From an optimization exercise on the open Yosys and OpenROAD flow, aimed at small area; shortcuts taken in it are not production practice. At most, simulation tests tie the RTL to the original design; equivalence was not proved. Only the layout flow was run in run 1; the RTL was not checked for function there. In every run shown here, the design's own scripts or RTL, not TritonCTS, make the clock network. No driver is modelled on the clock port, so clock power and skew are understated where the tree is cut down; a real chip needs a root buffer or a tree. Power and IR drop assume default switching activity.

--- config.mk ---
export PLATFORM = sky130hd
export DESIGN_NAME = UART_TOP
export DESIGN_NICKNAME = UART_TOP
export VERILOG_FILES = /design/flow/design.v
export SDC_FILE = /design/flow/constraint.sdc
export NUM_CORES = 4
export LEC_CHECK = 0
export CAP_MARGIN = 5
export CORE_MARGIN = 2
export CORE_UTILIZATION = 65
export SLEW_MARGIN = 5
--- constraint.sdc ---
create_clock -name core_clock -period 10.0 [get_ports {clk}]
set_input_delay 2.0000 -clock core_clock [delete_from_list [all_inputs] [get_ports {clk}]]
set_output_delay 2.0000 -clock core_clock [all_outputs]
set_load 0.01 [all_outputs]
--- design.v ---
module FIFO #(parameter MEMROY_SIZE = 8, parameter UNIT_SIZE = 8) (
    input clk, n_rst, push, pop,
    input [UNIT_SIZE - 1:0] data_in,
    output valid, buff_full,
    output [UNIT_SIZE - 1:0] data_out);
    reg [UNIT_SIZE-1:0] mem [0:7];
    reg [3:0] cm;
    wire can_push;
    integer i;
    assign valid     = ~cm[3];
    assign buff_full = ~cm[3] & (&cm[2:0]);
    assign can_push  = push & (pop ? valid : ~buff_full);
    assign data_out  = mem[cm[2:0]];
    always @(posedge clk) begin
        if (can_push) begin
            mem[0] <= data_in;
            for (i = 1; i < 8; i = i + 1) mem[i] <= mem[i-1];
        end
    end
    wire inc = push & ~pop & ~buff_full;
    wire dec = pop & ~push & valid;
    wire [3:0] t;
    assign t[0] = inc | dec;
    assign t[1] = inc & cm[0] | dec & ~cm[0];
    assign t[2] = inc & (&cm[1:0]) | dec & ~(|cm[1:0]);
    assign t[3] = inc & (&cm[2:0]) | dec & ~(|cm[2:0]);
    always @(posedge clk) begin
        if (~n_rst) cm <= 4'b1111;
        else        cm <= cm ^ t;
    end
endmodule
module FIFO_RX #(parameter UNIT_SIZE = 8) (
    input clk, n_rst, push, pop,
    input [UNIT_SIZE - 1:0] data_in,
    output valid, buff_full,
    output [UNIT_SIZE - 1:0] data_out);
    reg [UNIT_SIZE-1:0] mem [0:7];
    reg [3:0] cm;
    integer i;
    assign valid     = ~cm[3];
    assign buff_full = ~cm[3] & (&cm[2:0]);
    assign data_out  = mem[0];
    wire can_pop = pop & valid;
    wire [7:0] move;
    genvar k;
    generate
        for (k = 0; k < 8; k = k + 1) begin : g_move
            assign move[k] = can_pop | cm[3] | (cm[2:0] < k);
        end
    endgenerate
    always @(posedge clk) begin
        for (i = 0; i < 7; i = i + 1)
            if (move[i]) mem[i] <= mem[i+1];
        if (move[7]) mem[7] <= data_in;
    end
    wire inc = push & ~pop & ~buff_full;
    wire dec = can_pop & ~push;
    wire [3:0] t;
    assign t[0] = inc | dec;
    assign t[1] = inc & cm[0] | dec & ~cm[0];
    assign t[2] = inc & (&cm[1:0]) | dec & ~(|cm[1:0]);
    assign t[3] = inc & (&cm[2:0]) | dec & ~(|cm[2:0]);
    always @(posedge clk) begin
        if (~n_rst) cm <= 4'b1111;
        else        cm <= cm ^ t;
    end
endmodule
module UART_RX(
    input clk, sample_tick, push_slot, n_rst, rx,
    output [7:0] data,
    output push
);
    localparam [7:0] IDLE = 8'hB0;
    reg [7:0] r;
    reg [7:0] buff;
    reg [3:0] avg;
    wire [3:0] ph   = r[7:4];
    wire       last = &r[3:0];
    wire       idle = ph[3] & ph[1];
    always @(posedge clk) begin
        if (~n_rst)           r <= IDLE;
        else if (sample_tick) r <= idle ? (rx ? IDLE : 8'h00) : r + 8'd1;
    end
    always @(posedge clk) begin
        if (sample_tick) avg <= last ? 4'd0 : avg + {3'd0, rx};
    end
    always @(posedge clk) begin
        if (sample_tick & last & ~(ph[3] & ph[0])) buff <= {avg[3], buff[7:1]};
    end
    assign data = buff;
    assign push = push_slot & idle & ~ph[0];
endmodule
module UART_TX (
    input clk, send_tick, n_rst, valid,
    input [7:0] data,
    output tx, pop);
    localparam [3:0] IDLE = 4'd0, POP = 4'd1, WAIT = 4'd2, START = 4'd3, STOP = 4'd4;
    reg [3:0] s;
    reg [7:0] d;
    always @(posedge clk) begin
        if (~n_rst)              s <= IDLE;
        else if (s == IDLE)      begin if (valid) s <= POP; end
        else if (s == POP)       s <= WAIT;
        else if (send_tick)      s <= (s == START) ? 4'd8 : (s == 4'd15) ? STOP : (s == STOP) ? IDLE : s + 4'd1;
    end
    always @(posedge clk) begin
        if (s == POP) d <= data;
    end
    assign pop = (s == POP);
    assign tx  = s[3] ? d[s[2:0]] : (s != START);
endmodule
module UART_TOP #(
    parameter RX_BUFFER_SIZE = 8,
    parameter TX_BUFFER_SIZE = 8,
    parameter CLK_FRQ        = 27000000,
    parameter UART_BOUAD     = 115200)
(
    input clk,
    input n_rst,
    input rx,
    input [7:0] data_in,
    input data_in_sync,
    input data_out_sync,
    output tx,
    output [7:0] data_out,
    output full_out,
    output valid_out,
    output full_in);
    reg [7:0] c;
    always @(posedge clk) begin
        if (~n_rst) c <= 8'd0;
        else        c <= c + 8'd1;
    end
    wire sample_tick = (c[3:0] == 4'd7);
    wire send_tick   = (c == 8'h7f);
    wire push_slot   = (c[3:0] == 4'd9);
    wire [7:0] data_from_rx, data_to_tx;
    wire rx_push, tx_pop, tx_valid;
    FIFO_RX #(8) rx_buffer (.clk(clk), .n_rst(n_rst),
        .push(rx_push), .pop(data_out_sync), .data_in(data_from_rx),
        .data_out(data_out), .valid(valid_out), .buff_full(full_out));
    FIFO #(TX_BUFFER_SIZE, 8) tx_buffer (.clk(clk), .n_rst(n_rst),
        .push(data_in_sync), .pop(tx_pop), .data_in(data_in),
        .data_out(data_to_tx), .valid(tx_valid), .buff_full(full_in));
    UART_TX tx_module (.clk(clk), .send_tick(send_tick), .n_rst(n_rst),
        .valid(tx_valid), .data(data_to_tx), .tx(tx), .pop(tx_pop));
    UART_RX rx_module (.clk(clk), .sample_tick(sample_tick), .push_slot(push_slot),
        .n_rst(n_rst), .rx(rx), .data(data_from_rx), .push(rx_push));
endmodule
--- flow/run.sh ---
#!/bin/bash
# Layout flow: the standard flow (standard.sh) with
#  - synthesis re-run with flow/synth.tcl once per ABC script in flow/abc/
#    (variants of Yosys's default liberty mapping, one with &deepsyn
#    first; no adder cell mapping);
#    the netlist with the smallest cell area is kept. Each netlist's
#    registers are checked to be the same instances and cell types as the
#    standard synthesis gives; if none passes, the standard one is used;
#  - port buffers of the smallest buffer cell;
#  - clock tree: after the standard CTS step has built its tree,
#    flow/post_cts.tcl (the POST_CTS_TCL hook of ORFS's cts.tcl) replaces
#    it by a root buffer and 4x4 leaf buffers over groups of registers.
# Each tool run's output goes to a log_*.txt file here.
set -euo pipefail
HERE=$PWD
RES=$HERE/orfs/results/sky130hd/UART_TOP/base
REP=$HERE/orfs/reports/sky130hd/UART_TOP/base

regs() { grep -oE '^\s*sky130_fd_sc_hd__(e?df|sdf|dl)[a-z0-9_]*\s+\S+' "$1" | sed 's/^\s*//' | sort; }
clean_synth() { rm -f $RES/1_2_yosys.v $RES/1_2_yosys.sdc $RES/1_synth.odb $RES/1_synth.sdc; }

# 1. the standard synthesis, kept for the register check
bash standard.sh synth > log_synth_standard.txt 2>&1
cp $RES/1_2_yosys.v standard_1_2_yosys.v
regs standard_1_2_yosys.v > regs_standard.txt

# 2. own synthesis, one run per ABC script
sed -e "s#SYNTH_SCRIPT=[^ ]*#SYNTH_SCRIPT=$HERE/flow/synth.tcl ADDER_MAP_FILE=#" standard.sh > own.sh
best=""
best_area=""
for s in $HERE/flow/abc/*.script; do
  n=$(basename $s .script)
  clean_synth
  if OWN_ABC_SCRIPT=$s bash own.sh synth > log_synth_own_$n.txt 2>&1 && [ -f $RES/1_2_yosys.v ]; then
    regs $RES/1_2_yosys.v > regs_own_$n.txt
    if cmp -s regs_standard.txt regs_own_$n.txt; then
      a=$(grep 'Chip area' $REP/synth_stat.txt | awk '{print $NF}')
      echo "$n $a" >> synth_areas.txt
      if [ -z "$best" ] || awk -v a=$a -v b=$best_area 'BEGIN{exit !(a<b)}'; then
        best=$s; best_area=$a
      fi
    else
      echo "$n registers differ from the standard synthesis" >> synth_areas.txt
    fi
  else
    echo "$n failed" >> synth_areas.txt
  fi
done
clean_synth
if [ -n "$best" ]; then
  echo "using $best ($best_area)" >> synth_areas.txt
  export OWN_ABC_SCRIPT=$best
  bash own.sh synth > log_synth_own.txt 2>&1
else
  echo "using the standard synthesis" >> synth_areas.txt
  cp standard.sh own.sh
  bash own.sh synth > log_synth_own.txt 2>&1
fi

# 3. the rest of the standard flow
export CTS_ARGS="-sink_clustering_enable -repair_clock_nets -dont_use_dummy_load -buf_list sky130_fd_sc_hd__clkbuf_8"
export BUFFER_PORTS_ARGS="-buffer_cell sky130_fd_sc_hd__buf_1"
export POST_CTS_TCL=$HERE/flow/post_cts.tcl
export OWN_CTS_KX=4 OWN_CTS_KY=4
export OWN_CTS_ROOT=sky130_fd_sc_hd__clkbuf_8 OWN_CTS_LEAF=sky130_fd_sc_hd__clkbuf_4
bash own.sh finish > log_finish.txt 2>&1
--- flow/abc/a1.script ---
strash; &get -n; &fraig -x; &put; scorr; dc2; dretime; strash; &get -n; &dch -f; &nf; &put
--- flow/abc/a2.script ---
strash; &get -n; &fraig -x; &put; scorr; dc2; dretime; strash; &get -n; &dch -f; &nf -R 1000; &put; strash; &get -n; &dch -f; &nf -R 1000; &put
--- flow/abc/a3.script ---
strash; &get -n; &fraig -x; &put; scorr; dc2; dretime; strash; &get -n; &dch -f; &nf -R 1000; &put
--- flow/abc/a4.script ---
strash; &get -n; &fraig -x; &put; scorr; dc2; dretime; strash; &get -n; &dch -f; &nf -R 1000; &put; strash; &get -n; &dch -f; &nf -R 1000; &put; strash; &get -n; &dch -f; &nf -R 1000; &put
--- flow/abc/a5.script ---
strash; &get -n; &fraig -x; &put; scorr; dc2; dretime; strash; dc2; strash; &get -n; &dch -f; &nf -R 1000; &put; strash; dc2; strash; &get -n; &dch -f; &nf -R 1000; &put
--- flow/abc/a6.script ---
strash; &get -n; &fraig -x; &put; scorr; dc2; dretime; strash; &get -n; &dch -f; &nf -R 1000 -a; &put; strash; &get -n; &dch -f; &nf -R 1000 -a; &put
--- flow/abc/a7.script ---
strash; &get -n; &fraig -x; &put; scorr; dc2; dretime; strash; &get -n; &deepsyn -I 20 -J 50; &put; strash; &get -n; &dch -f; &nf -R 1000; &put; strash; dc2; strash; &get -n; &dch -f; &nf -R 1000; &put
--- flow/post_cts.tcl ---
# Replaces the H-tree from clock_tree_synthesis by a two-level tree:
# the clock port drives one root buffer, which drives KX*KY leaf buffers,
# each driving the clock pins of one group of registers (grouped by
# position: KX columns, each cut into KY rows). Then the new buffers are
# legalized and hold is repaired as in the standard CTS step.
proc own_clock_tree { kx ky rootname leafname } {
  set block [ord::get_db_block]
  set db [ord::get_db]
  set rootm [$db findMaster $rootname]
  set leafm [$db findMaster $leafname]
  set clknet [[$block findBTerm clk] getNet]

  # registers' clock pins, reached from the port through the CTS buffers
  set sinks {}
  set bufs {}
  set todo [list $clknet]
  while { [llength $todo] } {
    set n [lindex $todo 0]
    set todo [lrange $todo 1 end]
    foreach it [$n getITerms] {
      if { ![$it isInputSignal] } { continue }
      set inst [$it getInst]
      if { [string match "sky130_fd_sc_hd__clkbuf_*" [[$inst getMaster] getName]] } {
        lappend bufs $inst
        foreach o [$inst getITerms] {
          if { [$o isOutputSignal] && [$o getNet] != "NULL" } { lappend todo [$o getNet] }
        }
      } else {
        lappend sinks $it
      }
    }
  }
  puts "own_clock_tree: [llength $sinks] clock pins, replacing [llength $bufs] buffers"

  set oldnets {}
  foreach inst $bufs {
    foreach o [$inst getITerms] {
      set n [$o getNet]
      if { $n != "NULL" && [$o isOutputSignal] } { lappend oldnets $n }
      $o disconnect
    }
    odb::dbInst_destroy $inst
  }
  foreach it $sinks { $it disconnect }
  foreach n $oldnets { odb::dbNet_destroy $n }

  set pts {}
  set sx 0
  set sy 0
  foreach it $sinks {
    set b [[$it getInst] getBBox]
    set x [expr { ([$b xMin] + [$b xMax]) / 2 }]
    set y [expr { ([$b yMin] + [$b yMax]) / 2 }]
    incr sx $x
    incr sy $y
    lappend pts [list $x $y $it]
  }
  set n [llength $pts]

  set root [odb::dbInst_create $block $rootm "clkbuf_own_root"]
  set rootnet [odb::dbNet_create $block "clknet_own_root"]
  $rootnet setSigType CLOCK
  [$root findITerm A] connect $clknet
  [$root findITerm X] connect $rootnet
  $root setLocation [expr { $sx / $n }] [expr { $sy / $n }]
  $root setPlacementStatus PLACED

  set pts [lsort -integer -index 0 $pts]
  set k 0
  for { set i 0 } { $i < $kx } { incr i } {
    set col [lsort -integer -index 1 \
      [lrange $pts [expr { $i * $n / $kx }] [expr { ($i + 1) * $n / $kx - 1 }]]]
    set m [llength $col]
    for { set j 0 } { $j < $ky } { incr j } {
      set grp [lrange $col [expr { $j * $m / $ky }] [expr { ($j + 1) * $m / $ky - 1 }]]
      set gx 0
      set gy 0
      foreach p $grp {
        incr gx [lindex $p 0]
        incr gy [lindex $p 1]
      }
      set leaf [odb::dbInst_create $block $leafm "clkbuf_own_$k"]
      set net [odb::dbNet_create $block "clknet_own_$k"]
      $net setSigType CLOCK
      [$leaf findITerm A] connect $rootnet
      [$leaf findITerm X] connect $net
      foreach p $grp { [lindex $p 2] connect $net }
      $leaf setLocation [expr { $gx / [llength $grp] }] [expr { $gy / [llength $grp] }]
      $leaf setPlacementStatus PLACED
      incr k
    }
  }
}

own_clock_tree $::env(OWN_CTS_KX) $::env(OWN_CTS_KY) $::env(OWN_CTS_ROOT) $::env(OWN_CTS_LEAF)
detailed_placement
set_propagated_clock [all_clocks]
estimate_parasitics -placement
repair_timing_helper
detailed_placement
check_placement -verbose
report_clock_skew
--- flow/synth.tcl ---
# The standard flow's synthesis script (synth_recipe.tcl) with one change: ABC maps the
# logic with the ABC script named by OWN_ABC_SCRIPT (variants of Yosys's
# default liberty mapping, in flow/abc/) instead of the ORFS script.
# Same liberty, same dont_use list, same register mapping and names.
proc synth {args} { yosys synth -nofsm -noshare {*}$args }
proc abc {args} {
  set keep {}
  set skip 0
  foreach a $args {
    if { $skip } { set skip 0; continue }
    if { $a in {-script -constr -D} } { set skip 1; continue }
    lappend keep $a
  }
  lappend keep -script $::env(OWN_ABC_SCRIPT)
  yosys abc {*}$keep
}
source $::env(SCRIPTS_DIR)/synth.tcl
# left out here: clear keep_hierarchy, flatten, clean up, hide names made inside functions, write 1_2_yosys.v
--- standard.sh ---
#!/bin/bash
# synth_recipe.tcl (not shown) runs the flow's synth.tcl, then flattens the netlist and writes it again
# the make line also repeats each setting of config.mk as NAME=value (left out here)
make -C /OpenROAD-flow-scripts/flow DESIGN_CONFIG=/design/flow/config.mk WORK_HOME=/design/flow/orfs CLKGATE_MAP_FILE= SYNTH_SCRIPT=/design/flow/synth_recipe.tcl "${@:-finish}"
==> impl_results.html, run 1 <==
<table>
<tr><th>Metric</th><th>Value</th></tr>
<tr><th colspan="2">Floorplan</th></tr>
<tr><td>Full die area</td><td>10,200 um2</td></tr>
<tr><td>Site Rows</td><td>35</td></tr>
<tr><td>I/O Pins</td><td>25</td></tr>
<tr><td>Die width</td><td>101 um</td></tr>
<tr><td>Floorplan die height</td><td>101 um</td></tr>
<tr><td>Effective utilization at floorplan</td><td>0.664</td></tr>
<tr><td>Core area</td><td>about 9200 um2</td></tr>
<tr><th colspan="2">Logic synthesis</th></tr>
<tr><td>Top cells by count, synth</td><td>148 x sky130_fd_sc_hd__edfxtp_1, 28 x sky130_fd_sc_hd__dfxtp_1, 20 x sky130_fd_sc_hd__a21oi_1, 20 x sky130_fd_sc_hd__nand2_1, 16 x sky130_fd_sc_hd__a222oi_1</td></tr>
<tr><td>Number of instances in the synthesized netlist</td><td>358</td></tr>
<tr><td>Nets in the synthesized netlist</td><td>371</td></tr>
<tr><td>Number of warnings issued by yosys</td><td>7</td></tr>
<tr><td>Number of enable-type register cells in the synthesized netlist</td><td>148</td></tr>
<tr><td>Area contributors post-synth</td><td>sky130_fd_sc_hd__edfxtp_1 73%, sky130_fd_sc_hd__dfxtp_1 9.2%, sky130_fd_sc_hd__a222oi_1 2.6%</td></tr>
<tr><td>Top_reg_cell synth</td><td>sky130_fd_sc_hd__edfxtp_1</td></tr>
<tr><td>Synthesis-stage register bit count</td><td>between 150 and 200</td></tr>
<tr><td>Post-synthesis cell area</td><td>about 6100 um2</td></tr>
<tr><td>Yosys cell types</td><td>38</td></tr>
<tr><td>Library cell occupying the most area in the post-synthesis netlist</td><td>sky130_fd_sc_hd__edfxtp_1</td></tr>
<tr><td>Most common cell in the netlist</td><td>sky130_fd_sc_hd__edfxtp_1</td></tr>
<tr><td>Sequential fraction of the synthesis area</td><td>0.819</td></tr>
<tr><td>Area share of the largest cell type after synthesis</td><td>0.727</td></tr>
<tr><td>Per-instance average area after synthesis</td><td>~17 um2</td></tr>
<tr><td>Share of flip-flops with an asynchronous set or reset</td><td>0</td></tr>
<tr><th colspan="2">Worst setup path</th></tr>
<tr><td>Crit Reg-Reg Startpoint</td><td>c[0]</td></tr>
<tr><td>Worst reg-to-reg setup slack</td><td>7.16 ns</td></tr>
<tr><td>Crit path DAT</td><td>1.89 ns</td></tr>
<tr><td>Crit Path Class</td><td>reg2out</td></tr>
<tr><td>Kind of launch point of the worst setup path</td><td>flop</td></tr>
<tr><td>Data required time at the worst endpoint</td><td>8.00 ns</td></tr>
<tr><td>Critical R2R Capture</td><td>rx_module.buff[5]</td></tr>
<tr><td>Path depth of the worst reg2reg path</td><td>4</td></tr>
<tr><td>Critical Path End</td><td>full_in</td></tr>
<tr><td>Worst setup EP type</td><td>primary output</td></tr>
<tr><td>Worst-path maximum fanout</td><td>12</td></tr>
<tr><td>Setup crit start</td><td>tx_buffer.cm[0]</td></tr>
<tr><th colspan="2">Placed design</th></tr>
<tr><td>Final GP Congestion</td><td>between 0.7 and 0.8</td></tr>
<tr><td>Hpwl dp</td><td>~6000 um</td></tr>
<tr><td>Count of input and output buffers</td><td>24</td></tr>
<tr><td>Post-place instance area</td><td>approximately 6400 um2</td></tr>
<tr><th colspan="2">STA</th></tr>
<tr><td>Relative slew slack</td><td>0.206</td></tr>
<tr><td>Transition at the pin with the smallest max-transition slack</td><td>~1.2 ns</td></tr>
<tr><td>Ratio of final minimum period to clock period</td><td>0.389</td></tr>
<tr><td>Final Critical Period</td><td>3.89 ns</td></tr>
<tr><td>Number of max-slew violations in the final report</td><td>0</td></tr>
<tr><td>Maximum clock skew at final layout</td><td>approximately 0.010 ns</td></tr>
<tr><td>Setup TNS Final</td><td>0 ns</td></tr>
<tr><td>Setup repair after global routing missed its margin</td><td>no</td></tr>
<tr><td>Max Freq</td><td>0.257 GHz</td></tr>
<tr><td>Worst Hold Margin</td><td>approximately 0.42 ns</td></tr>
<tr><td>Hold Violations, Final</td><td>0</td></tr>
<tr><td>Final setup violation count</td><td>0</td></tr>
<tr><th colspan="2">Route</th></tr>
<tr><td>Total via count after detailed routing</td><td>3,168</td></tr>
<tr><td>Post-route DRC violation count</td><td>0</td></tr>
<tr><td>Drt wl/cell</td><td>~18 um</td></tr>
<tr><td>Antenna Violating Nets Remaining</td><td>0</td></tr>
<tr><td>Iter 0 DRT Violations</td><td>279</td></tr>
<tr><td>Sum of routed wire length over all layers</td><td>between 9000 and 10,000 um</td></tr>
<tr><td>Length of the first detailed-routing pass in iterations</td><td>5</td></tr>
<tr><td>Vias per cell</td><td>6.16</td></tr>
<tr><th colspan="2">Global routing</th></tr>
<tr><td>Sum of overflow across all layers after global routing</td><td>0</td></tr>
<tr><td>Pin count of the biggest net entering global routing</td><td>65</td></tr>
<tr><td>First-pass GRT wire length</td><td>roughly 15,000 um</td></tr>
<tr><td>Antenna violations before repair</td><td>0</td></tr>
<tr><td>Via count of the first global-routing pass</td><td>approximately 3,000</td></tr>
<tr><td>Total track usage</td><td>0.187</td></tr>
<tr><th colspan="2">CTS</th></tr>
<tr><td>Sinks on the clock net</td><td>176</td></tr>
<tr><td>Latest clock arrival within the worst-skew pair</td><td>about 0.44 ns</td></tr>
<tr><td>Clock-pin slew of the registers on the worst-case setup and hold paths</td><td>0.11 ns</td></tr>
<tr><th colspan="2">Final layout</th></tr>
<tr><td>Footprint of the multi-input gates</td><td>1080 um2</td></tr>
<tr><td>Final net count</td><td>418</td></tr>
<tr><td>Signed area change from the synthesized netlist to the final layout</td><td>6.43%</td></tr>
<tr><td>Ant. Diodes</td><td>0</td></tr>
<tr><td>Total non-filler cell area in the finished layout</td><td>6500 um2</td></tr>
<tr><td>Fraction of final layout cells sized beyond drive strength 1</td><td>0.0546</td></tr>
<tr><td>Number of filler instances in the final layout</td><td>approximately 640</td></tr>
<tr><td>Sequential cell area in the final layout</td><td>5000 um2</td></tr>
<tr><th colspan="2">Worst hold path</th></tr>
<tr><td>Path class of the lowest-slack min-delay path</td><td>reg2reg</td></tr>
<tr><td>Hold_sp</td><td>rx_buffer.mem[2][0]</td></tr>
<tr><th colspan="2">Job</th></tr>
<tr><td>Number of maximum-capacitance constraint violations</td><td>0</td></tr>
<tr><th colspan="2">Power</th></tr>
<tr><td>Worst-case vdd ir drop</td><td>0.125 mV</td></tr>
<tr><td>Leak Pwr</td><td>between 2 and 2.5 nW</td></tr>
<tr><td>Power density relative to cell area</td><td>about 200 nW/um2</td></tr>
<tr><th colspan="2">Outcome</th></tr>
<tr><td>Run status</td><td>timing/DRC/antenna clean</td></tr>
</table>
==> power by group <==
group / internal (mW) / switching [mW] / total [mW]
Combinational: 0.0422 / 0.0882 / 0.130
Clock: 0.0834 / 0.189 / 0.272
Sequential: 0.892 / 0.0438 / 0.935
==> logic make-up after synthesis <==
group           after synthesis  synth area share
mux                           1           0.00164
compound gates               79            0.0917
buf+inv                       7           0.00430
xor+xnor                      5           0.00717
simple gates                 90            0.0762
flops                       176             0.819
==> placed cells by master, fill, tap and decap left out, types with 3 or more instances in the layout <==
cell type and instances:
sky130_fd_sc_hd__xnor2_1 3, sky130_fd_sc_hd__clkbuf_4 16, sky130_fd_sc_hd__nor3_1 10, sky130_fd_sc_hd__nand3_1 13, sky130_fd_sc_hd__nor3b_1 6, sky130_fd_sc_hd__o21ai_0 14, sky130_fd_sc_hd__clkinv_1 7, sky130_fd_sc_hd__a21boi_0 3
sky130_fd_sc_hd__dfxtp_1 28, sky130_fd_sc_hd__a22oi_1 9, sky130_fd_sc_hd__and3_1 5, sky130_fd_sc_hd__nor2b_1 4, sky130_fd_sc_hd__and2_0 6, sky130_fd_sc_hd__nand2_1 20, sky130_fd_sc_hd__nand4_1 3, sky130_fd_sc_hd__buf_4 4
sky130_fd_sc_hd__a21oi_1 20, sky130_fd_sc_hd__nor2_1 15, sky130_fd_sc_hd__edfxtp_1 148, sky130_fd_sc_hd__buf_1 24, sky130_fd_sc_hd__a222oi_1 16
==> layout make-up <==
class / instances / share of cell area
flip-flops and latches: 176 / 0.770
well taps: 111 / 0.0214
inverters: 7 / 0.00404
repair buffers: 28 / 0.0185
plain buffers: 17 / 0.0206
multi-input cells: 175 / 0.166
==> registers in the layout, indices dropped and copies added, names as in the netlist <==
| signal | cells |
|---|---|
| rx_buffer.mem | 64 |
| tx_buffer.mem | 64 |
| c | 8 |
| rx_module.buff | 8 |
| rx_module.r | 8 |
| tx_module.d | 8 |
| rx_buffer.cm | 4 |
| rx_module.avg | 4 |
| tx_buffer.cm | 4 |
| tx_module.s | 4 |
==> worst min-delay path by stage <==
stage                                      to  cells after the start  slack (ns)
after floorplan           rx_buffer.mem[0][0]                      0        0.40
after global placement    rx_buffer.mem[6][6]                      0        0.40
after detailed placement  rx_buffer.mem[1][0]                      0        0.40
after global routing      rx_buffer.mem[3][4]                      0        0.43
final                     rx_buffer.mem[1][0]                      0        0.42
==> metrics by stage <==
step	util	power (mW)	worst slack, ns	cells
2_1_floorplan	-	1.02	5.83	358
3_3_place_gp	0.693	1.07	6.47	497
3_5_place_dp	0.693	1.08	6.36	497
5_1_grt	0.707	1.40	5.98	514
6_report	0.707	1.34	6.11	514
==> metal layers <==
metal | up-vias | wire (um) | track usage
li1 | 1524 | - | -
met1 | 1526 | 4360 | 0.278
met2 | 103 | 4140 | 0.287
met3 | 15 | 576 | 0.0395
met4 | 0 | 151 | 0.0499
met5 | - | 0 | 0
==> critical path, cell delays in order (launching register included) <==
cell and delay (ns):
sky130_fd_sc_hd__dfxtp_1 0.53, sky130_fd_sc_hd__and3_1 0.50, sky130_fd_sc_hd__and2_0 0.25, sky130_fd_sc_hd__buf_1 0.17
==> run 2, diff against run 1 <==
--- a/design.v
+++ b/design.v
@@ -65,6 +65,42 @@
         else        cm <= cm ^ t;
     end
 endmodule
+module FIFO_TX #(parameter UNIT_SIZE = 8) (
+    input clk, n_rst, push, pop,
+    input [UNIT_SIZE - 1:0] data_in,
+    output valid, buff_full,
+    output [UNIT_SIZE - 1:0] data_top);
+    reg [UNIT_SIZE-1:0] mem [0:7];
+    reg [3:0] cm;
+    integer i;
+    assign valid     = ~cm[3];
+    assign buff_full = ~cm[3] & (&cm[2:0]);
+    assign data_top  = mem[7];
+    wire can_push = push & (pop | ~buff_full);
+    wire [7:0] move;
+    genvar k;
+    generate
+        for (k = 0; k < 8; k = k + 1) begin : g_move
+            assign move[k] = can_push | (cm[3] ? (k > 0) : ({1'b0, cm[2:0]} + 4'd1 < k));
+        end
+    endgenerate
+    always @(posedge clk) begin
+        if (move[0]) mem[0] <= data_in;
+        for (i = 1; i < 8; i = i + 1)
+            if (move[i]) mem[i] <= mem[i-1];
+    end
+    wire inc = push & ~pop & ~buff_full;
+    wire dec = pop & ~push;
+    wire [3:0] t;
+    assign t[0] = inc | dec;
+    assign t[1] = inc & cm[0] | dec & ~cm[0];
+    assign t[2] = inc & (&cm[1:0]) | dec & ~(|cm[1:0]);
+    assign t[3] = inc & (&cm[2:0]) | dec & ~(|cm[2:0]);
+    always @(posedge clk) begin
+        if (~n_rst) cm <= 4'b1111;
+        else        cm <= cm ^ t;
+    end
+endmodule
 module UART_RX(
     input clk, sample_tick, push_slot, n_rst, rx,
     output [7:0] data,
@@ -91,7 +127,7 @@
     assign push = push_slot & idle & ~ph[0];
 endmodule
 module UART_TX (
-    input clk, send_tick, n_rst, valid,
+    input clk, send_tick, n_rst, valid, full,
     input [7:0] data,
     output tx, pop);
     localparam [3:0] IDLE = 4'd0, POP = 4'd1, WAIT = 4'd2, START = 4'd3, STOP = 4'd4;
@@ -104,7 +140,7 @@
         else if (send_tick)      s <= (s == START) ? 4'd8 : (s == 4'd15) ? STOP : (s == STOP) ? IDLE : s + 4'd1;
     end
     always @(posedge clk) begin
-        if (s == POP) d <= data;
+        if (~s[3] & (~full | (s == POP))) d <= data;
     end
     assign pop = (s == POP);
     assign tx  = s[3] ? d[s[2:0]] : (s != START);
@@ -139,11 +175,11 @@
     FIFO_RX #(8) rx_buffer (.clk(clk), .n_rst(n_rst),
         .push(rx_push), .pop(data_out_sync), .data_in(data_from_rx),
         .data_out(data_out), .valid(valid_out), .buff_full(full_out));
-    FIFO #(TX_BUFFER_SIZE, 8) tx_buffer (.clk(clk), .n_rst(n_rst),
+    FIFO_TX #(8) tx_buffer (.clk(clk), .n_rst(n_rst),
         .push(data_in_sync), .pop(tx_pop), .data_in(data_in),
-        .data_out(data_to_tx), .valid(tx_valid), .buff_full(full_in));
+        .data_top(data_to_tx), .valid(tx_valid), .buff_full(full_in));
     UART_TX tx_module (.clk(clk), .send_tick(send_tick), .n_rst(n_rst),
-        .valid(tx_valid), .data(data_to_tx), .tx(tx), .pop(tx_pop));
+        .valid(tx_valid), .full(full_in), .data(data_to_tx), .tx(tx), .pop(tx_pop));
     UART_RX rx_module (.clk(clk), .sample_tick(sample_tick), .push_slot(push_slot),
         .n_rst(n_rst), .rx(rx), .data(data_from_rx), .push(rx_push));
 endmodule
--- a/config.mk
+++ b/config.mk
@@ -5,7 +5,7 @@
 export SDC_FILE = /design/flow/constraint.sdc
 export NUM_CORES = 4
 export LEC_CHECK = 0
-export CAP_MARGIN = 5
+export CAP_MARGIN = 10
 export CORE_MARGIN = 2
 export CORE_UTILIZATION = 65
-export SLEW_MARGIN = 5
+export SLEW_MARGIN = 10
==> run 2 against run 1 <==
Still clean. Sequential power rose by 8%. Register-to-register slack improved by 0.20 ns. Power is 2.8% higher. Critical endpoint is now tx. Combinational power fell by 21%.
==> impl_results.html, run 2 <==
<table>
<tr><th>Metric</th><th>Value</th></tr>
<tr><th colspan="2">Global routing</th></tr>
<tr><td>Pin count of the biggest net entering global routing</td><td>17</td></tr>
<tr><td>Via count of the first global-routing pass</td><td>around 2,700</td></tr>
<tr><td>First-pass GRT wire length</td><td>about 12,000 um</td></tr>
<tr><td>Total track usage</td><td>0.159</td></tr>
<tr><td>Sum of overflow across all layers after global routing</td><td>0</td></tr>
<tr><td>Antenna violations before repair</td><td>0</td></tr>
<tr><th colspan="2">Floorplan</th></tr>
<tr><td>Floorplan die height</td><td>between 90 and 100 um</td></tr>
<tr><td>Full die area</td><td>9710 um2</td></tr>
<tr><td>Effective utilization at floorplan</td><td>0.670</td></tr>
<tr><td>Site Rows</td><td>34</td></tr>
<tr><td>Die width</td><td>98.6 um</td></tr>
<tr><td>I/O Pins</td><td>25</td></tr>
<tr><td>Core area</td><td>8680 um2</td></tr>
<tr><th colspan="2">Logic synthesis</th></tr>
<tr><td>Adder-cell share of the synthesized area</td><td>0</td></tr>
<tr><td>Post-synthesis cell area</td><td>5810 um2</td></tr>
<tr><td>Top cells by count, synth</td><td>148 x sky130_fd_sc_hd__edfxtp_1, 28 x sky130_fd_sc_hd__dfxtp_1, 23 x sky130_fd_sc_hd__nor2_1, 23 x sky130_fd_sc_hd__o21ai_0, 19 x sky130_fd_sc_hd__a21oi_1</td></tr>
<tr><td>Library cell occupying the most area in the post-synthesis netlist</td><td>sky130_fd_sc_hd__edfxtp_1</td></tr>
<tr><td>Share of flip-flops with an asynchronous set or reset</td><td>0</td></tr>
<tr><td>Area contributors post-synth</td><td>sky130_fd_sc_hd__edfxtp_1 76%, sky130_fd_sc_hd__dfxtp_1 9.6%, sky130_fd_sc_hd__o21ai_0 2.0%</td></tr>
<tr><td>Number of instances in the synthesized netlist</td><td>about 330</td></tr>
<tr><td>Synthesis-stage register bit count</td><td>176</td></tr>
<tr><td>Xor/xnor share of the synthesized area</td><td>0.00301</td></tr>
<tr><td>Area share of the largest cell type after synthesis</td><td>0.765</td></tr>
<tr><td>Simple-Gate Fraction of Synth Area</td><td>0.0678</td></tr>
<tr><td>Yosys cell types</td><td>35</td></tr>
<tr><td>Nets in the synthesized netlist</td><td>339</td></tr>
<tr><td>Compound-gate portion of the synthesized area</td><td>0.0640</td></tr>
<tr><td>Number of enable-type register cells in the synthesized netlist</td><td>148</td></tr>
<tr><td>Most common cell in the netlist</td><td>sky130_fd_sc_hd__edfxtp_1</td></tr>
<tr><td>Sequential fraction of the synthesis area</td><td>0.861</td></tr>
<tr><td>Top_reg_cell synth</td><td>sky130_fd_sc_hd__edfxtp_1</td></tr>
<tr><td>Mux share of post-synthesis cell area</td><td>0</td></tr>
<tr><td>Number of warnings issued by yosys</td><td>7</td></tr>
<tr><td>Per-instance average area after synthesis</td><td>roughly 18 um2</td></tr>
<tr><td>Combinational family with the most area after synthesis</td><td>simple AND/OR/NAND/NOR gates</td></tr>
<tr><th colspan="2">Outcome</th></tr>
<tr><td>Run status</td><td>timing/DRC/antenna clean</td></tr>
<tr><th colspan="2">CTS</th></tr>
<tr><td>Clock-pin slew of the registers on the worst-case setup and hold paths</td><td>~0.12 ns</td></tr>
<tr><td>Latest clock arrival within the worst-skew pair</td><td>0.42 ns</td></tr>
<tr><td>Sinks on the clock net</td><td>176</td></tr>
<tr><th colspan="2">Placed design</th></tr>
<tr><td>Pre-CTS setup slack</td><td>6.20 ns</td></tr>
<tr><td>Final GP Congestion</td><td>0.724</td></tr>
<tr><td>Hpwl dp</td><td>5160 um</td></tr>
<tr><td>Count of input and output buffers</td><td>24</td></tr>
<tr><th colspan="2">STA</th></tr>
<tr><td>Fin worst setup slack</td><td>6.25 ns</td></tr>
<tr><td>Max Freq</td><td>0.267 GHz</td></tr>
<tr><td>Transition at the pin with the smallest max-transition slack</td><td>1.06 ns</td></tr>
<tr><td>Setup TNS Final</td><td>0 ns</td></tr>
<tr><td>Hold Violations, Final</td><td>0</td></tr>
<tr><td>Final setup violation count</td><td>0</td></tr>
<tr><td>Setup repair after global routing missed its margin</td><td>no</td></tr>
<tr><td>Ratio of final minimum period to clock period</td><td>0.375</td></tr>
<tr><td>Number of max-slew violations in the final report</td><td>0</td></tr>
<tr><td>Relative slew slack</td><td>0.287</td></tr>
<tr><td>Final Critical Period</td><td>3.75 ns</td></tr>
<tr><td>Maximum clock skew at final layout</td><td>0.0161 ns</td></tr>
<tr><th colspan="2">Final layout</th></tr>
<tr><td>Most common cell after layout, fill and taps aside</td><td>sky130_fd_sc_hd__edfxtp_1</td></tr>
<tr><td>Registers with the highest flip-flop counts</td><td>rx_buffer.mem: 64 flops, tx_buffer.mem: 64 flops</td></tr>
<tr><td>Ant. Diodes</td><td>0</td></tr>
<tr><td>Post-route core utilization</td><td>0.713</td></tr>
<tr><td>Number of filler instances in the final layout</td><td>roughly 570</td></tr>
<tr><td>Sequential cell area in the final layout</td><td>between 5000 and 6000 um2</td></tr>
<tr><td>Signed area change from the synthesized netlist to the final layout</td><td>6.52%</td></tr>
<tr><td>Fraction of final layout cells sized beyond drive strength 1</td><td>0.0541</td></tr>
<tr><td>Commonest cells after routing, fill and taps aside</td><td>148 x sky130_fd_sc_hd__edfxtp_1, 28 x sky130_fd_sc_hd__dfxtp_1, 24 x sky130_fd_sc_hd__buf_1</td></tr>
<tr><td>Final net count</td><td>a little under 400</td></tr>
<tr><td>Footprint of the multi-input gates</td><td>783 um2</td></tr>
<tr><th colspan="2">Route</th></tr>
<tr><td>Drt wl/cell</td><td>15.5 um</td></tr>
<tr><td>Sum of routed wire length over all layers</td><td>7390 um</td></tr>
<tr><td>Antenna Violating Nets Remaining</td><td>0</td></tr>
<tr><td>Length of the first detailed-routing pass in iterations</td><td>4</td></tr>
<tr><td>Post-route DRC violation count</td><td>0</td></tr>
<tr><td>Total via count after detailed routing</td><td>2,737</td></tr>
<tr><td>Iter 0 DRT Violations</td><td>115</td></tr>
<tr><td>Vias per cell</td><td>~5.7</td></tr>
<tr><th colspan="2">Power</th></tr>
<tr><td>Combinational fraction of design power</td><td>0.075</td></tr>
<tr><td>Sequential share of power</td><td>0.733</td></tr>
<tr><td>Switching Fraction</td><td>0.218</td></tr>
<tr><td>Portion of total power attributed to the clock network</td><td>0.192</td></tr>
<tr><td>Power density relative to cell area</td><td>222 nW/um2</td></tr>
<tr><td>Leak Pwr</td><td>2.15 nW</td></tr>
<tr><td>Switching power total</td><td>approximately 300 uW</td></tr>
<tr><td>Worst-case vdd ir drop</td><td>0.144 mV</td></tr>
<tr><td>Internal power</td><td>1.08 mW</td></tr>
<tr><th colspan="2">Worst setup path</th></tr>
<tr><td>Worst setup EP type</td><td>primary output</td></tr>
<tr><td>Kind of launch point of the worst setup path</td><td>flop</td></tr>
<tr><td>Family of cells with the greatest summed delay on the critical path</td><td>compound AO/OA/AOI/OAI gates</td></tr>
<tr><td>Cell-by-cell trace of the critical path</td><td>nor2b_1 -&gt; a222oi_1 -&gt; nand4b_1 -&gt; nand2_1 -&gt; a21oi_1 -&gt; buf_1</td></tr>
<tr><td>Crit path DAT</td><td>1.75 ns</td></tr>
<tr><td>CP bufs+invs</td><td>1</td></tr>
<tr><td>CP max stage delay</td><td>around 0.39 ns</td></tr>
<tr><td>Crit Path Class</td><td>reg2out</td></tr>
<tr><td>Worst-path maximum fanout</td><td>6</td></tr>
<tr><td>Data required time at the worst endpoint</td><td>8.00 ns</td></tr>
<tr><td>Critical path's slowest cell</td><td>sky130_fd_sc_hd__a222oi_1</td></tr>
<tr><th colspan="2">Worst hold path</th></tr>
<tr><td>Path class of the lowest-slack min-delay path</td><td>reg2reg</td></tr>
<tr><th colspan="2">Job</th></tr>
<tr><td>Number of maximum-capacitance constraint violations</td><td>0</td></tr>
</table>
[run 2: metrics by stage]
stage / area, um2 / hold WS, ns / cells / power (mW)
5_1_grt: 6190 / 0.428 / 478 / 1.44
3_3_place_gp: 6050 / 0.401 / 460 / 1.12
2_1_floorplan: 5810 / 0.400 / 326 / 1.08
3_5_place_dp: 6050 / 0.405 / 460 / 1.13
6_report: 6190 / 0.411 / 478 / 1.38
[run 2: layout make-up]
class                      count  area share
buffer                        17      0.0216
inverter                       6     0.00364
multi-input combinational    144       0.127
sequential                   176       0.809
tap                          108      0.0218
timing repair buffer          27      0.0178
[run 2: cells by family after synthesis]
kind of cell,count (synthesis)
AO/OA/AOI/OAI,62
buffers and inverters,6
AND/OR/NAND/NOR,80
flip-flops,176
XOR/XNOR,2
[run 2: path summary, 6_finish.rpt]
check | from | slack (ns) | cells after the start | to
worst max register to register | tx_buffer.cm[1] | 7.36 | 8 | tx_buffer.mem[6][6]
worst max-delay path | tx_module.s[0] | 6.25 | 6 | tx
worst min-delay path | rx_buffer.mem[7][5] | 0.41 | 0 | rx_buffer.mem[6][5]
worst min register to register | rx_buffer.mem[7][5] | 0.41 | 0 | rx_buffer.mem[6][5]
[run 2: worst reg2reg max path, stage by stage (launching register included)]
cell and delay [ns]:
sky130_fd_sc_hd__dfxtp_1 0.44, sky130_fd_sc_hd__and2_0 0.25, sky130_fd_sc_hd__nand2_1 0.12, sky130_fd_sc_hd__nor2_1 0.19, sky130_fd_sc_hd__a21boi_0 0.12, sky130_fd_sc_hd__buf_4 0.19
sky130_fd_sc_hd__nor2_1 0.28, sky130_fd_sc_hd__nand2_1 0.29, sky130_fd_sc_hd__or2_0 0.45
[run 2: per-layer routing]
layer,vias to the layer above,GRT usage,routed length [um]
met3,17,0.0255,299
li1,1352,-,-
met1,1315,0.203,3140
met4,0,0.0474,182
met2,53,0.285,3770
met5,-,0,0
[run 2: power groups by stage]
| stage | Combinational, mW | Clock [mW] | Sequential, mW |
|---|---|---|---|
| floorplan | 0.0765 | 0 | 1.01 |
| global placement | 0.0969 | 0 | 1.02 |
| detailed placement | 0.103 | 0 | 1.03 |
| global route | 0.117 | 0.304 | 1.02 |
| finish | 0.103 | 0.264 | 1.01 |
==> run 3, diff against run 2 <==
--- a/config.mk
+++ b/config.mk
@@ -5,7 +5,7 @@
 export SDC_FILE = /design/flow/constraint.sdc
 export NUM_CORES = 4
 export LEC_CHECK = 0
-export CAP_MARGIN = 10
+export CAP_MARGIN = 5
 export CORE_MARGIN = 2
-export CORE_UTILIZATION = 65
-export SLEW_MARGIN = 10
+export CORE_UTILIZATION = 70
+export SLEW_MARGIN = 5
==> run 3 against run 2 <==
Still clean. Combinational power hardly changed. Setup slack worse by 0.018 ns. Register-to-register slack better by 0.02 ns. Clock power hardly changed. Worst hold slack better by 0.0079 ns. Global-route usage is 2.3 points higher. Cell area is 0.14% lower. Critical path type unchanged. Critical endpoint unchanged. Largest power group unchanged.
==> impl_results.html, run 3 <==
<table>
<tr><th>Metric</th><th>Value</th></tr>
<tr><th colspan="2">Outcome</th></tr>
<tr><td>Run status</td><td>timing/DRC/antenna clean</td></tr>
<tr><th colspan="2">Power</th></tr>
<tr><td>Combinational fraction of design power</td><td>0.075</td></tr>
<tr><td>Portion of total power attributed to the clock network</td><td>0.194</td></tr>
<tr><td>Switching power total</td><td>305 uW</td></tr>
<tr><td>Leak Pwr</td><td>2.15 nW</td></tr>
<tr><td>Switching Fraction</td><td>0.221</td></tr>
<tr><td>Power density relative to cell area</td><td>223 nW/um2</td></tr>
<tr><td>Internal power</td><td>1.08 mW</td></tr>
<tr><td>Sequential share of power</td><td>0.731</td></tr>
<tr><td>Worst-case vdd ir drop</td><td>0.140 mV</td></tr>
<tr><th colspan="2">Placed design</th></tr>
<tr><td>Count of input and output buffers</td><td>24</td></tr>
<tr><td>Hpwl dp</td><td>5440 um</td></tr>
<tr><td>Final GP Congestion</td><td>between 0.7 and 0.8</td></tr>
<tr><td>Pre-CTS setup slack</td><td>6.27 ns</td></tr>
<tr><th colspan="2">Floorplan</th></tr>
<tr><td>Core area</td><td>8130 um2</td></tr>
<tr><td>Floorplan die height</td><td>95.1 um</td></tr>
<tr><td>Full die area</td><td>about 9000 um2</td></tr>
<tr><td>Die width</td><td>~95 um</td></tr>
<tr><td>Effective utilization at floorplan</td><td>0.714</td></tr>
<tr><td>I/O Pins</td><td>25</td></tr>
<tr><td>Site Rows</td><td>33</td></tr>
<tr><th colspan="2">Worst setup path</th></tr>
<tr><td>Family of cells with the greatest summed delay on the critical path</td><td>simple AND/OR/NAND/NOR gates</td></tr>
<tr><td>Crit path DAT</td><td>about 1.8 ns</td></tr>
<tr><td>CP max stage delay</td><td>0.46 ns</td></tr>
<tr><td>Worst setup EP type</td><td>primary output</td></tr>
<tr><td>Data required time at the worst endpoint</td><td>around 8.0 ns</td></tr>
<tr><td>Crit Path Class</td><td>reg2out</td></tr>
<tr><td>Worst-path maximum fanout</td><td>7</td></tr>
<tr><td>Critical path's slowest cell</td><td>sky130_fd_sc_hd__dfxtp_1</td></tr>
<tr><td>CP bufs+invs</td><td>1</td></tr>
<tr><td>Cell-by-cell trace of the critical path</td><td>and2_0 -&gt; a22oi_1 -&gt; nand4_1 -&gt; nand2_1 -&gt; a21oi_1 -&gt; buf_1</td></tr>
<tr><td>Kind of launch point of the worst setup path</td><td>flop</td></tr>
<tr><th colspan="2">STA</th></tr>
<tr><td>Ratio of final minimum period to clock period</td><td>0.377</td></tr>
<tr><td>Fin worst setup slack</td><td>6.23 ns</td></tr>
<tr><td>Max Freq</td><td>0.265 GHz</td></tr>
<tr><td>Hold Violations, Final</td><td>0</td></tr>
<tr><td>Setup repair after global routing missed its margin</td><td>no</td></tr>
<tr><td>Final setup violation count</td><td>0</td></tr>
<tr><td>Final Critical Period</td><td>between 3 and 4 ns</td></tr>
<tr><td>Setup TNS Final</td><td>0 ns</td></tr>
<tr><td>Worst Hold Margin</td><td>0.419 ns</td></tr>
<tr><td>Relative slew slack</td><td>0.239</td></tr>
<tr><td>Maximum clock skew at final layout</td><td>between 0.01 and 0.015 ns</td></tr>
<tr><td>Transition at the pin with the smallest max-transition slack</td><td>between 1 and 1.5 ns</td></tr>
<tr><td>Number of max-slew violations in the final report</td><td>0</td></tr>
<tr><th colspan="2">Logic synthesis</th></tr>
<tr><td>Area share of the largest cell type after synthesis</td><td>0.765</td></tr>
<tr><td>Area contributors post-synth</td><td>sky130_fd_sc_hd__edfxtp_1 76%, sky130_fd_sc_hd__dfxtp_1 9.6%, sky130_fd_sc_hd__o21ai_0 2.0%</td></tr>
<tr><td>Number of enable-type register cells in the synthesized netlist</td><td>roughly 150</td></tr>
<tr><td>Library cell occupying the most area in the post-synthesis netlist</td><td>sky130_fd_sc_hd__edfxtp_1</td></tr>
<tr><td>Per-instance average area after synthesis</td><td>17.8 um2</td></tr>
<tr><td>Share of flip-flops with an asynchronous set or reset</td><td>0</td></tr>
<tr><td>Top cells by count, synth</td><td>148 x sky130_fd_sc_hd__edfxtp_1, 28 x sky130_fd_sc_hd__dfxtp_1, 23 x sky130_fd_sc_hd__nor2_1, 23 x sky130_fd_sc_hd__o21ai_0, 19 x sky130_fd_sc_hd__a21oi_1</td></tr>
<tr><td>Nets in the synthesized netlist</td><td>about 340</td></tr>
<tr><td>Top_reg_cell synth</td><td>sky130_fd_sc_hd__edfxtp_1</td></tr>
<tr><td>Number of instances in the synthesized netlist</td><td>around 330</td></tr>
<tr><td>Most common cell in the netlist</td><td>sky130_fd_sc_hd__edfxtp_1</td></tr>
<tr><td>Post-synthesis cell area</td><td>5810 um2</td></tr>
<tr><td>Yosys cell types</td><td>35</td></tr>
<tr><td>Sequential fraction of the synthesis area</td><td>0.861</td></tr>
<tr><td>Number of warnings issued by yosys</td><td>7</td></tr>
<tr><td>Synthesis-stage register bit count</td><td>176</td></tr>
<tr><th colspan="2">Worst hold path</th></tr>
<tr><td>Path class of the lowest-slack min-delay path</td><td>reg2reg</td></tr>
<tr><th colspan="2">Final layout</th></tr>
<tr><td>Final net count</td><td>384</td></tr>
<tr><td>Most common cell after layout, fill and taps aside</td><td>sky130_fd_sc_hd__edfxtp_1</td></tr>
<tr><td>Registers with the highest flip-flop counts</td><td>rx_buffer.mem: 64 flops, tx_buffer.mem: 64 flops</td></tr>
<tr><td>Commonest cells after routing, fill and taps aside</td><td>148 x sky130_fd_sc_hd__edfxtp_1, 28 x sky130_fd_sc_hd__dfxtp_1, 24 x sky130_fd_sc_hd__buf_1</td></tr>
<tr><td>Fraction of final layout cells sized beyond drive strength 1</td><td>0.0515</td></tr>
<tr><td>Number of filler instances in the final layout</td><td>470</td></tr>
<tr><td>Signed area change from the synthesized netlist to the final layout</td><td>6.37%</td></tr>
<tr><td>Footprint of the multi-input gates</td><td>roughly 780 um2</td></tr>
<tr><td>Ant. Diodes</td><td>0</td></tr>
<tr><td>Sequential cell area in the final layout</td><td>around 5000 um2</td></tr>
<tr><th colspan="2">Route</th></tr>
<tr><td>Iter 0 DRT Violations</td><td>198</td></tr>
<tr><td>Post-route DRC violation count</td><td>0</td></tr>
<tr><td>Sum of routed wire length over all layers</td><td>7790 um</td></tr>
<tr><td>Length of the first detailed-routing pass in iterations</td><td>4</td></tr>
<tr><td>Vias per cell</td><td>5.79</td></tr>
<tr><td>Drt wl/cell</td><td>16.4 um</td></tr>
<tr><td>Antenna Violating Nets Remaining</td><td>0</td></tr>
<tr><td>Total via count after detailed routing</td><td>2,743</td></tr>
<tr><th colspan="2">Global routing</th></tr>
<tr><td>Sum of overflow across all layers after global routing</td><td>0</td></tr>
<tr><td>Total track usage</td><td>0.182</td></tr>
<tr><td>Via count of the first global-routing pass</td><td>between 2,000 and 3,000</td></tr>
<tr><td>First-pass GRT wire length</td><td>approximately 12,000 um</td></tr>
<tr><td>Antenna violations before repair</td><td>0</td></tr>
<tr><td>Pin count of the biggest net entering global routing</td><td>17</td></tr>
<tr><th colspan="2">Job</th></tr>
<tr><td>Number of maximum-capacitance constraint violations</td><td>0</td></tr>
<tr><th colspan="2">CTS</th></tr>
<tr><td>Latest clock arrival within the worst-skew pair</td><td>0.43 ns</td></tr>
<tr><td>Sinks on the clock net</td><td>176</td></tr>
<tr><td>Clock-pin slew of the registers on the worst-case setup and hold paths</td><td>0.11 ns</td></tr>
</table>
run 3: cell type report:
type,count,area share
Buffer,17,0.0217
Timing Repair Buffer,26,0.0170
Tap cell,105,0.0213
Inverter,6,0.00364
Multi-Input combinational cell,144,0.127
Sequential cell,176,0.810
run 3: cell families (layout without fill, tap and decap cells):
group | count (synthesis) | in the layout | synth area share
flops | 176 | 176 | 0.861
xor+xnor | 2 | 2 | 0.00302
buf+inv | 6 | 49 | 0.00388
simple gates | 80 | 80 | 0.0678
compound gates | 62 | 62 | 0.0640
run 3: worst register-to-register path, stage by stage, from the launching register on:
cell and delay [ns]:
sky130_fd_sc_hd__dfxtp_1 0.45, sky130_fd_sc_hd__and2_0 0.24, sky130_fd_sc_hd__nand2_1 0.12, sky130_fd_sc_hd__nor2_1 0.21, sky130_fd_sc_hd__a21boi_0 0.13, sky130_fd_sc_hd__buf_4 0.20
sky130_fd_sc_hd__nor2_1 0.26, sky130_fd_sc_hd__nand2_1 0.28, sky130_fd_sc_hd__or2_0 0.44
run 3: per-layer routing:
layer | routed length [um] | track usage
met4 | 129 | 0.0471
met5 | 0 | 0
met3 | 320 | 0.0300
met1 | 3330 | 0.242
met2 | 4020 | 0.317
run 3: path summary, 6_finish.rpt:
kind                            cells after the start                start  slack (ns)                   to
worst max-delay path                                6       tx_module.s[1]        6.23                   tx
worst min-delay path                                0  rx_buffer.mem[5][5]        0.42  rx_buffer.mem[4][5]
worst max register to register                      8      tx_buffer.cm[1]        7.38  tx_buffer.mem[6][5]
worst min register to register                      0  rx_buffer.mem[5][5]        0.42  rx_buffer.mem[4][5]
run 3: through the flow:
stage	cells	total power, mW	instance area (um2)	util
2_1_floorplan	326	1.08	5810	-
3_3_place_gp	457	1.11	6050	0.743
3_5_place_dp	457	1.13	6050	0.743
5_1_grt	474	1.45	6180	0.760
6_report	474	1.38	6180	0.760
run 3: power groups by stage:
stage / clock [mW] / sequential, mW / combinational [mW]
2_1_floorplan: 0 / 1.01 / 0.0765
3_3_place_gp: 0 / 1.02 / 0.0962
3_5_place_dp: 0 / 1.03 / 0.103
5_1_grt: 0.302 / 1.02 / 0.119
6_report: 0.267 / 1.01 / 0.104
==> run 4, diff against run 3 <==
--- a/flow/run.sh
+++ b/flow/run.sh
@@ -62,5 +62,5 @@
 export BUFFER_PORTS_ARGS="-buffer_cell sky130_fd_sc_hd__buf_1"
 export POST_CTS_TCL=$HERE/flow/post_cts.tcl
 export OWN_CTS_KX=4 OWN_CTS_KY=4
-export OWN_CTS_ROOT=sky130_fd_sc_hd__clkbuf_8 OWN_CTS_LEAF=sky130_fd_sc_hd__clkbuf_4
+export OWN_CTS_ROOT=sky130_fd_sc_hd__clkbuf_4 OWN_CTS_LEAF=sky130_fd_sc_hd__clkbuf_4
 bash own.sh finish > log_finish.txt 2>&1
--- a/config.mk
+++ b/config.mk
@@ -7,5 +7,5 @@
 export LEC_CHECK = 0
 export CAP_MARGIN = 5
 export CORE_MARGIN = 2
-export CORE_UTILIZATION = 70
+export CORE_UTILIZATION = 74
 export SLEW_MARGIN = 5
==> run 4 against run 3 <==
Worst hold slack barely moved. Setup slack lost 0.23 ns. Die area is 5.2% lower. Area after synthesis is the same. Via count rose by 2.2%. Critical endpoint unchanged. Largest power group unchanged. Synthesized cell count did not move. Clock power shrank 2%. Critical path type unchanged. Routed wire length increased by 1.2%. Power shrank 0.41%. Clock skew down 0.0023 ns. Highest routed layer unchanged.
==> impl_results.html, run 4 <==
<table>
<tr><th>Metric</th><th>Value</th></tr>
<tr><th colspan="2">Worst setup path</th></tr>
<tr><td>Path depth of the worst reg2reg path</td><td>8</td></tr>
<tr><td>Crit Path Class</td><td>reg2out</td></tr>
<tr><td>Crit path DAT</td><td>2.00 ns</td></tr>
<tr><td>Kind of launch point of the worst setup path</td><td>flop</td></tr>
<tr><td>Crit Reg-Reg Startpoint</td><td>tx_buffer.cm[0]</td></tr>
<tr><td>Worst-path maximum fanout</td><td>7</td></tr>
<tr><td>Worst reg-to-reg setup slack</td><td>~7.3 ns</td></tr>
<tr><td>Critical R2R Capture</td><td>tx_buffer.mem[6][4]</td></tr>
<tr><td>Worst setup EP type</td><td>primary output</td></tr>
<tr><td>Data required time at the worst endpoint</td><td>8.00 ns</td></tr>
<tr><th colspan="2">Placed design</th></tr>
<tr><td>Final GP Congestion</td><td>0.759</td></tr>
<tr><td>Count of input and output buffers</td><td>24</td></tr>
<tr><td>Hpwl dp</td><td>5460 um</td></tr>
<tr><th colspan="2">Logic synthesis</th></tr>
<tr><td>Share of flip-flops with an asynchronous set or reset</td><td>0</td></tr>
<tr><td>Library cell occupying the most area in the post-synthesis netlist</td><td>sky130_fd_sc_hd__edfxtp_1</td></tr>
<tr><td>Synthesis-stage register bit count</td><td>176</td></tr>
<tr><td>Area contributors post-synth</td><td>sky130_fd_sc_hd__edfxtp_1 76%, sky130_fd_sc_hd__dfxtp_1 9.6%, sky130_fd_sc_hd__o21ai_0 2.0%</td></tr>
<tr><td>Number of warnings issued by yosys</td><td>7</td></tr>
<tr><td>Yosys cell types</td><td>35</td></tr>
<tr><td>Top cells by count, synth</td><td>148 x sky130_fd_sc_hd__edfxtp_1, 28 x sky130_fd_sc_hd__dfxtp_1, 23 x sky130_fd_sc_hd__nor2_1, 23 x sky130_fd_sc_hd__o21ai_0, 19 x sky130_fd_sc_hd__a21oi_1</td></tr>
<tr><td>Most common cell in the netlist</td><td>sky130_fd_sc_hd__edfxtp_1</td></tr>
<tr><td>Per-instance average area after synthesis</td><td>17.8 um2</td></tr>
<tr><td>Top_reg_cell synth</td><td>sky130_fd_sc_hd__edfxtp_1</td></tr>
<tr><td>Area share of the largest cell type after synthesis</td><td>0.765</td></tr>
<tr><td>Number of instances in the synthesized netlist</td><td>about 330</td></tr>
<tr><td>Post-synthesis cell area</td><td>between 5000 and 6000 um2</td></tr>
<tr><td>Sequential fraction of the synthesis area</td><td>0.861</td></tr>
<tr><td>Nets in the synthesized netlist</td><td>339</td></tr>
<tr><td>Number of enable-type register cells in the synthesized netlist</td><td>148</td></tr>
<tr><th colspan="2">Route</th></tr>
<tr><td>Iter 0 DRT Violations</td><td>between 150 and 200</td></tr>
<tr><td>Vias per cell</td><td>approximately 6.0</td></tr>
<tr><td>Total via count after detailed routing</td><td>2,804</td></tr>
<tr><td>Sum of routed wire length over all layers</td><td>7890 um</td></tr>
<tr><td>Drt wl/cell</td><td>about 17 um</td></tr>
<tr><td>Length of the first detailed-routing pass in iterations</td><td>4</td></tr>
<tr><td>Antenna Violating Nets Remaining</td><td>0</td></tr>
<tr><td>Post-route DRC violation count</td><td>0</td></tr>
<tr><th colspan="2">STA</th></tr>
<tr><td>Setup TNS Final</td><td>0 ns</td></tr>
<tr><td>Maximum clock skew at final layout</td><td>0.0127 ns</td></tr>
<tr><td>Relative slew slack</td><td>0.234</td></tr>
<tr><td>Final setup violation count</td><td>0</td></tr>
<tr><td>Hold Violations, Final</td><td>0</td></tr>
<tr><td>Final Critical Period</td><td>between 3 and 4 ns</td></tr>
<tr><td>Setup repair after global routing missed its margin</td><td>no</td></tr>
<tr><td>Max Freq</td><td>0.250 GHz</td></tr>
<tr><td>Ratio of final minimum period to clock period</td><td>0.400</td></tr>
<tr><td>Number of max-slew violations in the final report</td><td>0</td></tr>
<tr><td>Transition at the pin with the smallest max-transition slack</td><td>1.14 ns</td></tr>
<tr><th colspan="2">Floorplan</th></tr>
<tr><td>Die width</td><td>92.6 um</td></tr>
<tr><td>I/O Pins</td><td>25</td></tr>
<tr><td>Effective utilization at floorplan</td><td>0.760</td></tr>
<tr><td>Full die area</td><td>8580 um2</td></tr>
<tr><td>Floorplan die height</td><td>92.6 um</td></tr>
<tr><td>Core area</td><td>7650 um2</td></tr>
<tr><td>Site Rows</td><td>32</td></tr>
<tr><th colspan="2">Final layout</th></tr>
<tr><td>Most common cell after layout, fill and taps aside</td><td>sky130_fd_sc_hd__edfxtp_1</td></tr>
<tr><td>Ant. Diodes</td><td>0</td></tr>
<tr><td>Final net count</td><td>approximately 380</td></tr>
<tr><td>Commonest cells after routing, fill and taps aside</td><td>148 x sky130_fd_sc_hd__edfxtp_1, 28 x sky130_fd_sc_hd__dfxtp_1, 24 x sky130_fd_sc_hd__buf_1</td></tr>
<tr><td>Signed area change from the synthesized netlist to the final layout</td><td>6.29%</td></tr>
<tr><td>Registers with the highest flip-flop counts</td><td>rx_buffer.mem: 64 flops, tx_buffer.mem: 64 flops</td></tr>
<tr><td>Fraction of final layout cells sized beyond drive strength 1</td><td>0.0542</td></tr>
<tr><th colspan="2">Worst hold path</th></tr>
<tr><td>Worst hold path cell count</td><td>0</td></tr>
<tr><td>Path class of the lowest-slack min-delay path</td><td>reg2reg</td></tr>
<tr><td>Hold_sp</td><td>tx_buffer.mem[4][3]</td></tr>
<tr><td>Endpoint of the worst hold path</td><td>tx_buffer.mem[5][3]</td></tr>
<tr><th colspan="2">CTS</th></tr>
<tr><td>Clock-pin slew of the registers on the worst-case setup and hold paths</td><td>between 0.1 and 0.15 ns</td></tr>
<tr><td>Latest clock arrival within the worst-skew pair</td><td>0.54 ns</td></tr>
<tr><td>Sinks on the clock net</td><td>176</td></tr>
<tr><th colspan="2">Power</th></tr>
<tr><td>Leak Pwr</td><td>2.15 nW</td></tr>
<tr><td>Worst-case vdd ir drop</td><td>between 0.15 and 0.2 mV</td></tr>
<tr><td>Power density relative to cell area</td><td>223 nW/um2</td></tr>
<tr><td>Post-route total power</td><td>between 1 and 1.5 mW</td></tr>
<tr><th colspan="2">Global routing</th></tr>
<tr><td>First-pass GRT wire length</td><td>12,700 um</td></tr>
<tr><td>Antenna violations before repair</td><td>0</td></tr>
<tr><td>Pin count of the biggest net entering global routing</td><td>17</td></tr>
<tr><td>Sum of overflow across all layers after global routing</td><td>0</td></tr>
<tr><td>Total track usage</td><td>0.191</td></tr>
<tr><td>Via count of the first global-routing pass</td><td>roughly 2,800</td></tr>
<tr><th colspan="2">Job</th></tr>
<tr><td>Number of maximum-capacitance constraint violations</td><td>0</td></tr>
<tr><th colspan="2">Outcome</th></tr>
<tr><td>Run status</td><td>timing/DRC/antenna clean</td></tr>
</table>
## run 4: cell types whose count changed in the layout (fill, tap and decap cells not counted)
cell / delta
sky130_fd_sc_hd__clkbuf_4: +1
sky130_fd_sc_hd__o31ai_2: +1
sky130_fd_sc_hd__clkbuf_8: -1
sky130_fd_sc_hd__o31ai_1: -1
## run 4: stage by stage
step | hold WS, ns | instances | instance area (um2) | utilization | setup slack (ns)
after detailed placement | 0.405 | 454 | 6040 | 0.790 | 6.10
after floorplan | 0.400 | 326 | 5810 | - | 6.01
after global placement | 0.400 | 454 | 6040 | 0.790 | 6.29
final | 0.419 | 471 | 6180 | 0.808 | 6.00
after global routing | 0.423 | 471 | 6180 | 0.808 | 5.92
## run 4: cell families after synthesis
family                 Yosys count  share of synthesized area
flip-flops                     176                      0.861
AND/OR/NAND/NOR                 80                     0.0678
AO/OA/AOI/OAI                   62                     0.0640
buffers and inverters            6                    0.00388
XOR/XNOR                         2                    0.00302
## run 4: layout make-up
cell class | count | area, um2
Inverter | 6 | 22.5
Sequential cell | 176 | 5000
Fill cell | 395 | 1470
Timing Repair Buffer | 26 | 105
Multi-Input combinational cell | 144 | 788
Tap cell | 102 | 128
Buffer | 17 | 128
## run 4: critical path: stages (launching register included)
cell,delay [ns]
sky130_fd_sc_hd__dfxtp_1,0.45
sky130_fd_sc_hd__nor2b_1,0.13
sky130_fd_sc_hd__a222oi_1,0.45
sky130_fd_sc_hd__nand4b_1,0.17
sky130_fd_sc_hd__nand2_1,0.09
sky130_fd_sc_hd__a21oi_1,0.04
sky130_fd_sc_hd__buf_1,0.13
## run 4: power breakdown
part	leakage (nW)	internal [mW]	switching [mW]	total, mW
combinational	0.306	0.0332	0.0713	0.105
clock	0.0782	0.0777	0.184	0.262
sequential	1.76	0.959	0.0498	1.01
## run 4: worst max path at each step
stage	start	to	slack, ns	depth (start not counted)
3_5_place_dp	data_in_sync	tx_buffer.mem[6][4]	6.10	6
3_3_place_gp	data_in_sync	tx_buffer.mem[6][0]	6.29	6
2_1_floorplan	data_in_sync	tx_buffer.mem[6][0]	6.01	4
6_report	tx_module.s[1]	tx	6.00	6
5_1_grt	tx_module.s[1]	tx	5.92	6
## run 4: per-layer routing
metal  GRT usage  wire length, um  up-vias
met5           0                0        -
met4      0.0515              159        0
met3      0.0293              381       18
met2       0.333             4070       80
met1       0.258             3270     1352
li1            -                -     1354

[static timing again, ports no longer ideal]
Ports are ideal in the flow. The routed layouts listed here were re-timed in OpenROAD. Step 1, drivers: a clkbuf_16 drives clk and a buf_2 each remaining input, both assumed. Step 2 also shifts input and output timing later by t, the mid clock arrival at the registers, as if the neighbouring blocks saw the same clock. Three values: ideal, step 1, step 2; two values: the first two.
run	t, ns	setup slack, ns	worst setup path after step 2	latest minus earliest clock arrival (ns)	worst slew at a driven data input, ns
run 1	0.465	6.108 / 6.075 / 6.329	input to register	0.011 / 0.011	0.04
run 2	0.448	6.249 / 6.218 / 6.204	input to register	0.018 / 0.018	0.04
run 3	0.450	6.232 / 6.200 / 6.244	input to register	0.020 / 0.020	0.05
run 4	0.566	6.001 / 5.969 / 6.113	input to register	0.013 / 0.013	0.04
After both steps setup and hold are still met in every run listed. The setup slack of run 2, which loses most, moves by -0.031 ns with the drivers and by -0.045 ns with both steps.
